Source: an optimization exercise on an open RTL-to-GDS flow (aim: small area, a short achievable clock period and few clock cycles). Production flows keep margins and buffers that such runs may drop. RTL that was checked went through simulation tests only; none was proved equivalent to the original. Power is estimated from default activity; no workload was simulated.

==> inputs of run a <==
==> flow/design.v <==
module drawing_rectangle( input  wire        clk,
                      input  wire        rst,
                      input  wire        req,
                      output wire        ack,
                      output wire        busy,
                      input  wire [15:0] r0,  
                      input  wire [15:0] r1,  
                      input  wire [15:0] r2,  
                      input  wire [15:0] r3,  
                      input  wire [15:0] r4,  
                      input  wire [15:0] r5,
                      input  wire [15:0] r6,
                      input  wire [15:0] r7,
                      output wire        de_req,
                      input  wire        de_ack,
                      output wire [17:0] de_addr,
                      output wire  [3:0] de_nbyte,
                      output wire        de_rnw,
                      output wire [31:0] de_w_data,
                      input  wire [31:0] de_r_data );
reg        run;         
reg        ack_r;       
reg        rnw;         
reg [17:0] addr;        
reg  [7:0] cnt;         
reg  [7:0] n1;          
reg  [8:0] rows;        
reg        first;       
reg  [1:0] xs, xe;      
reg  [7:0] c_and, c_xor;
wire fill = (c_and == 8'd0);
wire last_word = (cnt == 8'd0);
wire last_row = (rows == 9'd1);
wire  [8:0] y = r1[8:0];
wire  [9:0] x = r0[9:0];
wire  [9:0] w = r2[9:0];
wire [11:0] y5 = {3'b000, y} + {1'b0, y, 2'b00};
wire [11:0] ys = y5 + {9'd0, x[9:7]};
wire [17:0] start_addr = {1'b0, ys, x[6:2]};
wire  [9:0] wx = w + {8'd0, x[1:0]} - 10'd1;
wire step = run & de_ack;
wire done = step & ~rnw & last_word & last_row;
wire cap  = req & (~run | done);
assign ack = ack_r;
assign busy = run;
assign de_req = run;
assign de_rnw = rnw;
assign de_addr = addr;
wire [3:0] ms = 4'b1111 << (3'd4 - {1'b0, xs});    
wire [3:0] me = 4'b1111 >> ({1'b0, xe} + 3'd1);    
assign de_nbyte = (first ? ms : 4'b0000) | (last_word ? me : 4'b0000);
assign de_w_data = (de_r_data & {4{c_and}}) ^ {4{c_xor}};
always @(posedge clk) begin
	if (rst) begin
		run <= 1'b0;
		ack_r <= 1'b0;
	end else begin
		ack_r <= cap;
		if (cap) run <= 1'b1;
		else if (done) run <= 1'b0;
	end
end
always @(posedge clk) begin
	if (cap) begin
		addr <= start_addr;
		n1 <= wx[9:2];
		cnt <= wx[9:2];
		rows <= r3[8:0];
		first <= 1'b1;
		xs <= x[1:0];
		xe <= wx[1:0];
		c_and <= r4[15:8];
		c_xor <= r4[7:0];
		rnw <= (r4[15:8] != 8'd0);
	end else if (step) begin
		if (rnw) rnw <= 1'b0;
		else begin
			rnw <= ~fill;
			if (last_word) begin
				rows <= rows - 9'd1;
				cnt <= n1;
				first <= 1'b1;
				addr <= addr + {10'd0, 8'd160 - n1};
			end else begin
				cnt <= cnt - 8'd1;
				first <= 1'b0;
				addr <= addr + 18'd1;
			end
		end
	end
end
endmodule
==> flow/run.sh <==
#!/bin/bash
# synth_recipe.tcl (not shown) runs the flow's synth.tcl, then flattens the netlist and writes it again
# the make line also repeats each setting of config.mk as NAME=value (left out here)
make -C /OpenROAD-flow-scripts/flow DESIGN_CONFIG=/design/flow/config.mk WORK_HOME=/design/flow/orfs CLKGATE_MAP_FILE= SYNTH_SCRIPT=/design/flow/synth_recipe.tcl finish
==> flow/config.mk <==
export PLATFORM = sky130hd
export DESIGN_NAME = drawing_rectangle
export DESIGN_NICKNAME = drawing_rectangle
export VERILOG_FILES = /design/flow/design.v
export SDC_FILE = /design/flow/constraint.sdc
export NUM_CORES = 4
export LEC_CHECK = 0
export CAP_MARGIN = 20
export CORE_MARGIN = 2
export CORE_UTILIZATION = 40
export SLEW_MARGIN = 20
==> flow/constraint.sdc <==
create_clock -name core_clock -period 5.5 [get_ports {clk}]
set_input_delay 1.1000 -clock core_clock [delete_from_list [all_inputs] [get_ports {clk}]]
set_output_delay 1.1000 -clock core_clock [all_outputs]
set_load 0.01 [all_outputs]
==> run b: changes against run a <==
==> flow/design.v, changed modules only <==
module drawing_rectangle( input  wire        clk,
                      input  wire        rst,
                      input  wire        req,
                      output wire        ack,
                      output wire        busy,
                      input  wire [15:0] r0,  
                      input  wire [15:0] r1,  
                      input  wire [15:0] r2,  
                      input  wire [15:0] r3,  
                      input  wire [15:0] r4,  
                      input  wire [15:0] r5,
                      input  wire [15:0] r6,
                      input  wire [15:0] r7,
                      output wire        de_req,
                      input  wire        de_ack,
                      output wire [17:0] de_addr,
                      output wire  [3:0] de_nbyte,
                      output wire        de_rnw,
                      output wire [31:0] de_w_data,
                      input  wire [31:0] de_r_data );
reg        pre;         
reg        run;         
reg        ack_r;       
reg        rnw;         
reg [16:0] addr;        
reg  [7:0] cnt;         
reg  [8:0] rows;        
reg        lw;          
reg  [3:0] nb;          
wire  [9:0] x = r0[9:0];
wire  [9:0] w = r2[9:0];
wire  [7:0] c_and = r4[15:8];
wire  [7:0] c_xor = r4[7:0];
wire [11:0] ys = {3'b000, rows} + {1'b0, rows, 2'b00} + {9'd0, nb[2:0]};
wire [16:0] start_addr = {ys, x[6:2]};
wire  [9:0] sw = (10'd644 - {8'd0, x[1:0]}) - w;
wire  [7:0] stride = sw[9:2];
wire  [1:0] xs = x[1:0];
wire  [1:0] xe = x[1:0] + w[1:0] - 2'd1;
wire fill = (c_and == 8'd0);
wire single = (cnt == 8'd160);              
wire last_word = lw;
wire last_row = (rows == 9'd1);
wire step = run & de_ack;
wire done = step & ~rnw & last_word & last_row;
wire start = req & ~pre & ~run & ~ack_r;
wire  [7:0] inc = last_word ? cnt : 8'd1;
wire [16:0] addr_next = addr + {9'd0, inc};
assign ack = ack_r;
assign busy = pre | run;
assign de_req = run;
assign de_rnw = rnw;
assign de_addr = {1'b0, addr};
wire [3:0] ms = 4'b1111 << (3'd4 - {1'b0, xs});    
wire [3:0] me = 4'b1111 >> ({1'b0, xe} + 3'd1);    
assign de_nbyte = nb;
assign de_w_data = (de_r_data & {4{c_and}}) ^ {4{c_xor}};
always @(posedge clk) begin
	if (rst) begin
		pre <= 1'b0;
		run <= 1'b0;
		ack_r <= 1'b0;
	end else begin
		ack_r <= done;
		pre <= start;
		if (pre) run <= 1'b1;
		else if (done) run <= 1'b0;
	end
end
always @(posedge clk) begin
	if (start) begin
		rows <= r1[8:0];
		nb <= {1'b0, x[9:7]};
		cnt <= stride;
	end else if (pre) begin
		addr <= start_addr;
		rows <= r3[8:0];
		lw <= single;
		nb <= ms | (single ? me : 4'b0000);
		rnw <= ~fill;
	end else if (step) begin
		if (rnw) rnw <= 1'b0;
		else begin
			rnw <= ~fill;
			addr <= addr_next;
			if (last_word) begin
				rows <= rows - 9'd1;
				lw <= single;
				nb <= ms | (single ? me : 4'b0000);
			end else begin
				cnt <= (cnt == 8'd159) ? stride : cnt + 8'd1;
				lw <= (cnt == 8'd159);
				nb <= (cnt == 8'd159) ? me : 4'b0000;
			end
		end
	end
end
endmodule
==> flow/flow/run.sh (new file) <==
#!/bin/bash
set -e
export BUFFER_PORTS_ARGS="-buffer_cell sky130_fd_sc_hd__buf_1"
bash standard.sh finish > standard.log 2>&1
==> flow/standard.sh (new file) <==
#!/bin/bash
# synth_recipe.tcl (not shown) runs the flow's synth.tcl, then flattens the netlist and writes it again
# the make line also repeats each setting of config.mk as NAME=value (left out here)
make -C /OpenROAD-flow-scripts/flow DESIGN_CONFIG=/design/flow/config.mk WORK_HOME=/design/flow/orfs CLKGATE_MAP_FILE= SYNTH_SCRIPT=/design/flow/synth_recipe.tcl "${@:-finish}"
--- a/flow/config.mk
+++ b/flow/config.mk
@@ -10,2 +10,3 @@
 export CORE_UTILIZATION = 40
+export SETUP_SLACK_MARGIN = 2.7
 export SLEW_MARGIN = 20
removed: flow/run.sh
==> run c: changes against run a <==
==> flow/design.v, changed modules only <==
module drawing_rectangle( input  wire        clk,
                      input  wire        rst,
                      input  wire        req,
                      output wire        ack,
                      output wire        busy,
                      input  wire [15:0] r0,  
                      input  wire [15:0] r1,  
                      input  wire [15:0] r2,  
                      input  wire [15:0] r3,  
                      input  wire [15:0] r4,  
                      input  wire [15:0] r5,
                      input  wire [15:0] r6,
                      input  wire [15:0] r7,
                      output wire        de_req,
                      input  wire        de_ack,
                      output wire [17:0] de_addr,
                      output wire  [3:0] de_nbyte,
                      output wire        de_rnw,
                      output wire [31:0] de_w_data,
                      input  wire [31:0] de_r_data );
reg        run;         
reg        ack_r;       
reg        rnw;         
reg [16:0] addr;        
reg  [7:0] cnt;         
reg  [8:0] rows;        
reg        first;       
wire  [8:0] y = r1[8:0];
wire  [9:0] x = r0[9:0];
wire  [9:0] w = r2[9:0];
wire  [7:0] c_and = r4[15:8];
wire  [7:0] c_xor = r4[7:0];
wire [11:0] y5 = {3'b000, y} + {1'b0, y, 2'b00};
wire [11:0] ys = y5 + {9'd0, x[9:7]};
wire [16:0] start_addr = {ys, x[6:2]};
wire  [9:0] wx = w + {8'd0, x[1:0]} - 10'd1;
wire  [7:0] n1 = wx[9:2];               
wire  [1:0] xs = x[1:0];
wire  [1:0] xe = wx[1:0];
wire fill = (c_and == 8'd0);
wire last_word = (cnt == 8'd0);
wire last_row = (rows == 9'd1);
wire step = run & de_ack;
wire done = step & ~rnw & last_word & last_row;
wire start = req & ~run & ~ack_r;
assign ack = ack_r;
assign busy = run;
assign de_req = run;
assign de_rnw = rnw;
assign de_addr = {1'b0, addr};
wire [3:0] ms = 4'b1111 << (3'd4 - {1'b0, xs});    
wire [3:0] me = 4'b1111 >> ({1'b0, xe} + 3'd1);    
assign de_nbyte = (first ? ms : 4'b0000) | (last_word ? me : 4'b0000);
assign de_w_data = (de_r_data & {4{c_and}}) ^ {4{c_xor}};
always @(posedge clk) begin
	if (rst) begin
		run <= 1'b0;
		ack_r <= 1'b0;
	end else begin
		ack_r <= done;
		if (start) run <= 1'b1;
		else if (done) run <= 1'b0;
	end
end
always @(posedge clk) begin
	if (start) begin
		addr <= start_addr;
		cnt <= n1;
		rows <= r3[8:0];
		first <= 1'b1;
		rnw <= ~fill;
	end else if (step) begin
		if (rnw) rnw <= 1'b0;
		else begin
			rnw <= ~fill;
			if (last_word) begin
				rows <= rows - 9'd1;
				cnt <= n1;
				first <= 1'b1;
				addr <= addr + {9'd0, 8'd160 - n1};
			end else begin
				cnt <= cnt - 8'd1;
				first <= 1'b0;
				addr <= addr + 17'd1;
			end
		end
	end
end
endmodule
--- a/flow/config.mk
+++ b/flow/config.mk
@@ -10,2 +10,3 @@
 export CORE_UTILIZATION = 40
+export SETUP_SLACK_MARGIN = 2.5
 export SLEW_MARGIN = 20
==> run notes <==
Run status: run c finished clean; run b finished clean; run a finished clean
Terminating pin of the worst hold path: run c first$_SDFFE_PP1P_; run b nb[3]$_SDFFE_PP0P_; run a addr[17]$_SDFFE_PP0P_
Global routing met2 resource utilization: run c 0.407; run b 0.360; run a 0.324
Level count of the clock H-tree: run c 2; run b 2; run a 3
Launch instance of the worst register-to-register path: run c cnt[0]$_DFFE_PP_; run b nb[2]$_DFFE_PP_; run a cnt[0]$_DFFE_PP_
Number of CTS-inserted buffers: run c 5; run b 5; run a 9
Count of flip-flops with a built-in enable after synthesis: run c 35; run b 39; run a 63
# fillers: run c 825; run b 1,026; run a 1,115
Share of power burned in registers: run c 0.310; run b 0.358; run a 0.380
Maximum VDD drop: run c 0.115 mV; run b 0.117 mV; run a 0.138 mV
Logic pwr share: run c 0.458; run b 0.438; run a 0.266
Post-placement worst setup slack: run c 140 ps; run b 2370 ps; run a 1620 ps
Net load switching power: run c 424 uW; run b 487 uW; run a 495 uW
Total area of sequential cells: run c 0.00111 mm2; run b 0.00125 mm2; run a 0.00197 mm2
Switching Fraction: run c 0.335; run b 0.377; run a 0.279
Endpoint of the worst register-to-register path: run c addr[7]$_DFFE_PP_; run b addr[14]$_DFFE_PP_; run a addr[12]$_DFFE_PP_
Post-synth net total: run c 661; run b 686; run a 732
Clock Skews: run c 11.3 ps; run b 8.87 ps; run a 11.7 ps
Tcrit/Tclk final: run c 0.814; run b 0.503; run a 0.725
Testbench counts of run a, summed over its fixed seeds: cycles 1,855,022.
Testbench counts of run b, summed over its fixed seeds: cycles 1,857,174.
Only the layout flow was run in run c; the RTL was not checked for function there.

-- separate check: timing with driven ports --
The results above use ideal ports. As a check the final layouts listed here were re-extracted and re-timed, cells and wires unchanged. Step 1 sets driving cells, clkbuf_16 on the clock port and buf_2 on the other inputs (assumed; they add their load-dependent delay and slew). Step 2 also shifts input and output timing later by t, the mid clock arrival at the registers, as if the neighbouring blocks saw the same clock. a / b / c = no drivers / after step 1 / after step 2; a / b = the first two.
| run | shift t [ns] | setup slack, ns | worst setup path at the end | worst slew at a driven data input, ns |
|---|---|---|---|---|
| run a | 0.368 | 1.514 / 1.478 / 1.600 | input to register | 0.07 |
| run b | 0.330 | 2.734 / 2.707 / 2.437 | input to register | 0.06 |
| run c | 0.323 | 1.025 / 0.993 / 0.671 | input to register | 0.06 |
After both steps setup and hold are still met in every run listed. For run c, which loses most, drivers alone change the setup slack by -0.032 ns; drivers and shift together by -0.354 ns.
